Background: an optimization exercise with open tools, aiming at small area, a short achievable clock period and few clock cycles. Do not read the settings as production practice.
Only the layout flow was run in this run; the RTL was not checked for function there.

### flow/design.v
module bitcoin_hash(input logic clk, reset_n, start,
                    input logic [15:0] message_addr, output_addr,
                    output logic done, mem_we,
                    output logic [15:0] mem_addr,
                    output logic [31:0] mem_write_data,
                    input logic [31:0] mem_read_data);
localparam logic [2047:0] K_ALL = {
   32'h428a2f98,32'h71374491,32'hb5c0fbcf,32'he9b5dba5,32'h3956c25b,32'h59f111f1,32'h923f82a4,32'hab1c5ed5,
   32'hd807aa98,32'h12835b01,32'h243185be,32'h550c7dc3,32'h72be5d74,32'h80deb1fe,32'h9bdc06a7,32'hc19bf174,
   32'he49b69c1,32'hefbe4786,32'h0fc19dc6,32'h240ca1cc,32'h2de92c6f,32'h4a7484aa,32'h5cb0a9dc,32'h76f988da,
   32'h983e5152,32'ha831c66d,32'hb00327c8,32'hbf597fc7,32'hc6e00bf3,32'hd5a79147,32'h06ca6351,32'h14292967,
   32'h27b70a85,32'h2e1b2138,32'h4d2c6dfc,32'h53380d13,32'h650a7354,32'h766a0abb,32'h81c2c92e,32'h92722c85,
   32'ha2bfe8a1,32'ha81a664b,32'hc24b8b70,32'hc76c51a3,32'hd192e819,32'hd6990624,32'hf40e3585,32'h106aa070,
   32'h19a4c116,32'h1e376c08,32'h2748774c,32'h34b0bcb5,32'h391c0cb3,32'h4ed8aa4a,32'h5b9cca4f,32'h682e6ff3,
   32'h748f82ee,32'h78a5636f,32'h84c87814,32'h8cc70208,32'h90befffa,32'ha4506ceb,32'hbef9a3f7,32'hc67178f2
};
localparam logic [255:0] IV = {32'h6a09e667, 32'hbb67ae85, 32'h3c6ef372, 32'ha54ff53a,
                               32'h510e527f, 32'h9b05688c, 32'h1f83d9ab, 32'h5be0cd19};
function automatic logic [31:0] kc(input logic [5:0] i);
   kc = K_ALL[(63-i)*32 +: 32];
endfunction
function automatic logic [31:0] iv(input logic [2:0] i);
   iv = IV[(7-i)*32 +: 32];
endfunction
function automatic logic [31:0] rotr(input logic [31:0] x, input int r);
   rotr = (x >> r) | (x << (32-r));
endfunction
function automatic logic [63:0] csa(input logic [31:0] x, y, z);
   logic [31:0] u;
   u = x ^ y;
   csa = {u ^ z, ((u & z) | (~u & x)) << 1};
endfunction
function automatic logic [63:0] c42(input logic [31:0] x1, x2, x3, x4);
   logic [31:0] u, uv, co, ci, sm, cy;
   u  = x1 ^ x2;
   uv = u ^ x3 ^ x4;
   co = (u & x3) | (~u & x1);
   ci = {co[30:0], 1'b0};
   sm = uv ^ ci;
   cy = (uv & ci) | (~uv & x4);
   c42 = {sm, cy << 1};
endfunction
function automatic logic [31:0] add_ks(input logic [31:0] x, y);
   logic [31:0] gg, pp, g2, p2;
   gg = x & y;
   pp = x ^ y;
   for (int dd = 1; dd < 32; dd = dd * 2) begin
      g2 = gg; p2 = pp;
      for (int i = dd; i < 32; i++) begin
         g2[i] = gg[i] | (pp[i] & gg[i-dd]);
         p2[i] = pp[i] & pp[i-dd];
      end
      gg = g2; pp = p2;
   end
   add_ks = (x ^ y) ^ {gg[30:0], 1'b0};
endfunction
function automatic logic [31:0] add_bk(input logic [31:0] x, y);
   logic [31:0] gg, pp;
   gg = x & y;
   pp = x ^ y;
   for (int dd = 1; dd < 32; dd = dd * 2)
      for (int i = 2*dd - 1; i < 32; i += 2*dd) begin
         gg[i] = gg[i] | (pp[i] & gg[i-dd]);
         pp[i] = pp[i] & pp[i-dd];
      end
   for (int dd = 8; dd >= 1; dd = dd / 2)
      for (int i = 3*dd - 1; i < 32; i += 2*dd) begin
         gg[i] = gg[i] | (pp[i] & gg[i-dd]);
         pp[i] = pp[i] & pp[i-dd];
      end
   add_bk = (x ^ y) ^ {gg[30:0], 1'b0};
endfunction
localparam logic [1:0] B_LOAD = 2'd0, B_ONE = 2'd1, B_TWO = 2'd2, B_THREE = 2'd3;
function automatic logic [1:0] next_blk(input logic [1:0] bk);
   case (bk)
      B_LOAD:  next_blk = B_ONE;
      B_ONE:   next_blk = B_TWO;
      B_TWO:   next_blk = B_THREE;
      default: next_blk = B_TWO;
   endcase
endfunction
logic        busy;
logic [1:0]  blk;
logic [6:0]  cyc;
logic [3:0]  nonce;
logic [5:0]  kidx;        
logic        c_inj, c_injring, c_injhk, c_ffiv, c_ffr, c_err, c_topexp, c_topmem;
logic        c_wn, c_w8, c_w280, c_w100, c_kring, c_kiv, c_kfold;
logic [3:0]  c_ffw;       
logic [3:0]  c_hkw;       
logic [1:0]  c_fj, c_ivi;
logic [31:0] a, b, c, d, e, f, g, hk, kreg;
logic [31:0] w [16];
logic [31:0] ra [4];      
logic [31:0] re [4];      
logic [31:0] s0, s1, ch, mj, hc, a_rnd, e_rnd;
logic [31:0] p1, q1, p3, q3, p4, q4;
always_comb begin
   s1    = rotr(e, 6) ^ rotr(e, 11) ^ rotr(e, 25);
   ch    = (e & f) ^ (~e & g);
   s0    = rotr(a, 2) ^ rotr(a, 13) ^ rotr(a, 22);
   mj    = (a & b) ^ (a & c) ^ (b & c);
   hc    = (e & (hk ^ f)) | (~e & (hk ^ g));    
   p1    = hc ^ s1;
   q1    = ((hc & s1) | (~hc & hk)) << 1;         
   {p3, q3} = c42(s0, mj, p1, q1);
   a_rnd = add_ks(p3, q3);
   {p4, q4} = csa(p1, q1, d);
   e_rnd = add_ks(p4, q4);
end
logic [31:0] wexp, x2, y2;
always_comb begin
   {x2, y2} = c42(w[9], w[0], rotr(w[14], 17) ^ rotr(w[14], 19) ^ (w[14] >> 10),
                  rotr(w[1], 7) ^ rotr(w[1], 18) ^ (w[1] >> 3));
   wexp = x2 + y2;
end
logic [31:0] hx, hy, hk_n;
always_comb begin
   {hx, hy} = csa(g, kreg, w[1]);
   hk_n = add_bk(hx, hy);
end
logic [31:0] kv;
always_comb begin
   if (c_kiv)
      kv = iv({1'b1, c_fj});                
   else if (c_kring)
      kv = re[2];                           
   else if (c_kfold)
      kv = kc(6'd63) + iv(3'd0);            
   else
      kv = kc(kidx);
end
logic [6:0] cyc_n;
logic [1:0] blk_n, nb_n;
logic [3:0] nonce_n;
logic [5:0] kidx_n;
always_comb begin
   if (!busy) begin
      cyc_n   = 7'd51;
      blk_n   = B_LOAD;
      nonce_n = 4'd0;
   end else if (cyc == 7'd67) begin
      cyc_n   = 7'd0;
      blk_n   = next_blk(blk);
      nonce_n = (blk == B_TWO) ? nonce + 4'd1 : nonce;
   end else begin
      cyc_n   = cyc + 7'd1;
      blk_n   = blk;
      nonce_n = nonce;
   end
   nb_n = next_blk(blk_n);
   if (cyc_n == 7'd66)
      kidx_n = 6'd0;
   else if (cyc_n >= 7'd62 && cyc_n <= 7'd65)
      kidx_n = kidx;
   else
      kidx_n = kidx + 6'd1;
end
always_ff @(posedge clk) begin
   cyc   <= cyc_n;
   blk   <= blk_n;
   nonce <= nonce_n;
   kidx  <= kidx_n;
   c_inj     <= (cyc_n >= 7'd64);
   c_injring <= (nb_n == B_TWO);
   c_injhk   <= (blk_n == B_ONE);
   c_ffiv    <= (blk_n == B_ONE);
   c_fj      <= 2'd1 - cyc_n[1:0];
   c_ivi     <= 2'd3 - cyc_n[1:0];
   c_ffr     <= (blk_n == B_ONE) && (cyc_n >= 7'd62) && (cyc_n <= 7'd65);
   c_err     <= (blk_n == B_ONE) && (cyc_n >= 7'd64);
   c_kiv     <= (blk_n == B_ONE) && (cyc_n >= 7'd62) && (cyc_n <= 7'd65);
   c_kring   <= (blk_n == B_TWO) && (cyc_n >= 7'd62) && (cyc_n <= 7'd65);
   c_kfold   <= (blk_n == B_THREE) && (cyc_n == 7'd61);
   for (int i = 0; i < 4; i++) begin
      c_ffw[i] <= (blk_n == B_TWO) && (cyc_n == 7'd62 + i);
      c_hkw[i] <= (blk_n == B_TWO) && (cyc_n == 7'd64 + i);
   end
   c_topexp  <= (cyc_n < 7'd48);
   c_topmem  <= (cyc_n >= 7'd52) && (nb_n == B_ONE || (nb_n == B_TWO && cyc_n <= 7'd54));
   c_wn      <= (nb_n == B_TWO) && (cyc_n == 7'd55);
   c_w8      <= ((nb_n == B_TWO) && (cyc_n == 7'd56)) || ((nb_n == B_THREE) && (cyc_n == 7'd60));
   c_w280    <= (nb_n == B_TWO) && (cyc_n == 7'd67);
   c_w100    <= (nb_n == B_THREE) && (cyc_n == 7'd67);
end
logic [31:0] wtop;
always_comb begin
   if (c_topexp)
      wtop = wexp;
   else if (c_topmem)
      wtop = mem_read_data;
   else
      wtop = {c_w8, 21'd0, c_w280, c_w100, c_w280, 3'd0, nonce & {4{c_wn}}};
end
logic [31:0] ffa;
always_comb ffa = add_bk(b, c_ffiv ? iv({1'b0, c_fj}) : ra[2]);
always_ff @(posedge clk) begin
   b <= a; c <= b; d <= c;
   f <= e; g <= f;
   if (c_inj) begin
      if (c_injring) begin
         a <= ra[0];
         e <= c_injhk ? hk : re[0];
      end else begin
         a <= iv({1'b0, c_ivi});    
         e <= iv({1'b1, c_ivi});    
      end
   end else begin
      a <= a_rnd;
      e <= e_rnd;
   end
   hk   <= hk_n;
   kreg <= kv;
   ra[0] <= ra[1]; ra[2] <= ra[3]; ra[3] <= ra[0];
   ra[1] <= c_ffr ? ffa : ra[2];
   re[0] <= re[1]; re[1] <= re[2]; re[2] <= re[3];
   re[3] <= c_err ? hk : re[0];
   for (int i = 0; i < 15; i++) w[i] <= w[i+1];
   w[15] <= wtop;
   if (c_ffw[0]) w[8] <= ffa;     
   if (c_ffw[1]) w[6] <= ffa;     
   if (c_ffw[2]) w[4] <= ffa;     
   if (c_ffw[3]) w[2] <= ffa;     
   if (c_hkw[0]) w[10] <= hk;     
   if (c_hkw[1]) w[8]  <= hk;     
   if (c_hkw[2]) w[6]  <= hk;     
   if (c_hkw[3]) w[4]  <= hk;     
end
assign mem_write_data = a;
always_ff @(posedge clk, negedge reset_n) begin
   if (!reset_n) begin
      busy   <= 1'b0;
      done   <= 1'b0;
      mem_we <= 1'b0;
   end else begin
      mem_we <= 1'b0;
      if (!busy) begin
         if (start) begin
            busy <= 1'b1;
            done <= 1'b0;
         end
      end else if (blk == B_THREE && cyc == 7'd63) begin
         mem_we <= 1'b1;
      end else if (blk == B_THREE && cyc == 7'd64 && nonce == 4'd0) begin
         busy <= 1'b0;
         done <= 1'b1;
      end
   end
end
always_ff @(posedge clk) begin
   if (!busy)
      mem_addr <= message_addr;
   else if (blk == B_LOAD)
      mem_addr <= mem_addr + 16'd1;
   else if (cyc == 7'd50)
      mem_addr <= message_addr + 16'd16;
   else if (cyc == 7'd51 || cyc == 7'd52)
      mem_addr <= mem_addr + 16'd1;
   else if (cyc == 7'd63)
      mem_addr <= output_addr + {12'd0, nonce - 4'd1};
end
endmodule
### flow/run.sh
#!/bin/bash
# synth_recipe.tcl (not shown) runs the flow's synth.tcl, then flattens the netlist and writes it again
# the make line also repeats each setting of config.mk as NAME=value (left out here)
make -C /OpenROAD-flow-scripts/flow DESIGN_CONFIG=/design/flow/config.mk WORK_HOME=/design/flow/orfs CLKGATE_MAP_FILE= SYNTH_SCRIPT=/design/flow/synth_recipe.tcl finish
### flow/config.mk
export PLATFORM = sky130hd
export DESIGN_NAME = bitcoin_hash
export DESIGN_NICKNAME = bitcoin_hash
export VERILOG_FILES = /design/flow/design.v
export SDC_FILE = /design/flow/constraint.sdc
export NUM_CORES = 8
export LEC_CHECK = 0
export ABC_AREA = 1
export CAP_MARGIN = 30
export CORE_MARGIN = 2
export CORE_UTILIZATION = 50
export CTS_CLUSTER_DIAMETER = 100
export CTS_CLUSTER_SIZE = 30
export PLACE_DENSITY = 0.65
export SETUP_SLACK_MARGIN = 5.0
export SLEW_MARGIN = 30
### flow/constraint.sdc
create_clock -name core_clock -period 8.5 [get_ports {clk}]
set_input_delay 1.7000 -clock core_clock [delete_from_list [all_inputs] [get_ports {clk}]]
set_output_delay 1.7000 -clock core_clock [all_outputs]
set_load 0.01 [all_outputs]
==> summary.txt <==
CTS tree built; R2R cell count 24; setup tns final 0 ns; cts bufs inserted 47; Crit Path Category register to register; largest register by flop count w; Starting Density 0.502; crit-path max cell delay just over 0.4 ns; detailed-router iteration count before antenna repair 8; Area growth syn-to-layout 18.4%; sequential area share after synthesis 0.448; Post-Syn Nets about 6400; setup violators final 0; minimum clock period between 3 and 4 ns; Max FO, Critical Path 3; # IOs around 120; Max Clk Rate roughly 270 MHz; Slowest cell on crit path dfxtp_4; RSZ-0062 raised after global routing true; Critical path origin e[13]; Largest regs w (512), ra (128), re (128); row count 116; CTS H-tree lvls 2; Worst Hold Class register to register; status timing/DRC/antenna clean; post-placement setup slack between 4 and 5 ns; worst hold slack between 0.3 and 0.4 ns; Synth top cells by count 1198 x nand2_1, 1094 x dfxtp_1, 639 x inv_1; largest area contributor in the synthesized netlist dfxtp_1; period utilization 0.435; critical hold path startpoint f[1]; Post-Route WL roughly 170000 um; Final #Nets between 6000 and 7000; critical path capture point type register; antenna violations before repair 6; initial DRC count 4451; largest net degree at the start of global routing between 80 and 90; Post-DRT Antenna Nets 0; Worst Hold Depth 0; Syn Std Cell Area 0.0501 mm2; Primary FF master, synth dfxtp_1; share of cells above drive strength 1 0.168; dpl hpwl approximately 130000 um; Worst EP arrival 4.26 ns; clock sinks between 1000 and 1500; GR Util All Layers 0.326; Final Hold Viols 0; clk buf depth 3; worst path required time a little over 9 ns; Setup WS post-layout slightly below 5 ns; crit start category register; Yosys warnings 4; clock latency on the worst-skew pair 0.68 ns; library cells used by synthesis 68; Die Span Y about 320 um; vias per inst 5.57; max-cap violations 0; number of synthesized register bits between 1000 and 1500; residual DRC count 0; Yosys top cell area share 0.437; Post-synth EDFFs 16; Slew HR 0.341; WL/cell around 23 um; Worst-path clk slew about 0.12 ns; top post-synthesis cells by area dfxtp_1 44%, nand2_1 9.0%, xor2_1 5.9%, ha_1 4.9%, inv_1 4.8%; die width between 300 and 400 um; hold_buf cts 0; vias in the first global route 39600; count leader, synth nand2_1; final std cells w/o fill approximately 7700; Die ar. between 0.1 and 0.15 mm2; reg-to-reg startpoint e[13]; Overflow after GRT 0; placed cell count around 7400; worst slew pin tran between 0.9 and 1 ns; first-pass GRT wire length ~250000 um; worst-path cell chain xnor2_2 > xor2_1 > buf_4 > xnor2_4 > or2_1 > nand2_2 > xor2_2 > xor2_1 > inv_1 > ha_4 > fa_2 > nand2_2 > nand2_2 > o21ai_4 > inv_2 > nand4_1 > nand3_4 > a21o_1 > nand2_1 > inv_1 > nor2_1 > nand2_1 > nand3_1 > nand2_1; IO buf count around 120; ys async rst share 0.00270; Syn Area/Cell around 8.2 um2; CORE AREA about 0.1 mm2; Vias approximately 43000; post-route clock skew about 0.060 ns; GPL Wtd Cong between 0.9 and 1; Pins Over Slew Limit 0; max reg flops ~500; Post-Synthesis Cells between 6000 and 7000; Root Buffer clkbuf_16
==> layout by cell type (no fill, tap or decap), types with 39 or more instances in the layout <==
cell type	instances
nor2_1	477
clkdlybuf4s50_1	116
nand2_1	1123
a21oi_1	377
xnor2_2	53
dfxtp_1	953
o21ai_1	63
inv_1	611
xor2_1	254
buf_4	208
nand3_1	169
ha_1	145
xnor2_1	130
o211ai_1	48
o22ai_1	47
dfxtp_2	73
a22oi_1	55
nor3_1	39
xor2_2	77
clkbuf_16	49
dfxtp_4	68
a21oi_2	85
o21ai_0	384
nand2_2	84
==> cell type report <==
cell class	instances	area, um2
Fill cell	8694	40400
Multi-Input combinational cell	4201	27900
Sequential cell	1113	22800
Timing Repair Buffer	344	3040
Inverter	651	2480
Tap cell	1298	1620
Clock buffer	55	1250
Clock inverter	15	249
Timing Repair inverter	1	8.76
Antenna cell	1	2.50
==> repair_timing <==
action                     in CTS  in global routing
setup endpoints to repair     239                165
gates cloned                    3                  1
setup buffers                  84                 98
pin swaps                      78                196
gates resized for setup       404                531
==> metrics by stage <==
stage	util	cell area [um2]
after floorplan	-	50100
after global placement	0.526	52500
after detailed placement	0.527	52500
after CTS	0.565	56300
after global routing	0.595	59300
final	0.595	59300
==> critical path, delay by kind of cell (launching register included) <==
| kind | cells | cell delay (ns) |
|---|---|---|
| fa+ha+maj | 2 | 0.57 |
| compound gates | 2 | 0.30 |
| simple gates | 11 | 1.12 |
| flops | 1 | 0.41 |
| xor+xnor | 5 | 0.78 |
| buf+inv | 4 | 0.39 |
==> logic make-up after synthesis <==
family                     count (synthesis)  share of synthesized area
and+or+nand+nor                         2089                      0.172
DFF                                     1113                      0.448
AOI/OAI and AO/OA                       1299                      0.148
adders and majority gates                258                     0.0684
buffers and inverters                    833                     0.0634
muxes                                      2                   0.000449
xor gates and xnor gates                 553                      0.100
==> final timing paths <==
kind	end	slack [ns]
setup / recovery	a[28]	4.81
hold reg to reg	g[1]	0.31
min in group asynchronous	busy	1.20
setup reg to reg	a[28]	4.81
hold / removal	g[1]	0.31
max in group asynchronous	mem_we	7.14
==> per-layer routing <==
metal | track usage | vias up | wire length (um)
met4 | 0.147 | 2 | 9530
met1 | 0.436 | 20300 | 72800
met3 | 0.0601 | 375 | 14900
met2 | 0.512 | 1764 | 77300
met5 | 0 | - | 12
li1 | - | 20300 | -

## what the ideal ports hide
The results above use ideal ports. As a check the final layout listed here was re-extracted and re-timed, cells and wires unchanged.
Step 1 (the two cells are an assumption about what drives the block):
set clk [get_ports {clk}]
set_driving_cell -lib_cell sky130_fd_sc_hd__clkbuf_16 $clk
set_driving_cell -lib_cell sky130_fd_sc_hd__buf_2 [delete_from_list [all_inputs] $clk]
Step 2 times the ports against the registers' clock, not the clock port: input delays grow and output delays shrink by t, the midpoint of the rising clock arrivals with the driver on.
Slacks: no drivers / after step 1 / after step 2; pairs: no drivers / after step 1.
t, ns: 0.729
setup slack, ns: 4.806 / 4.806 / 4.469
worst setup path after step 2: input to register
worst data-port slew with drivers (ns): 0.05
pins driven straight from the clock port: 1
After both steps this run still meets setup and hold. The setup slack of this run moves by 0.000 ns with the drivers and by -0.337 ns with both steps.
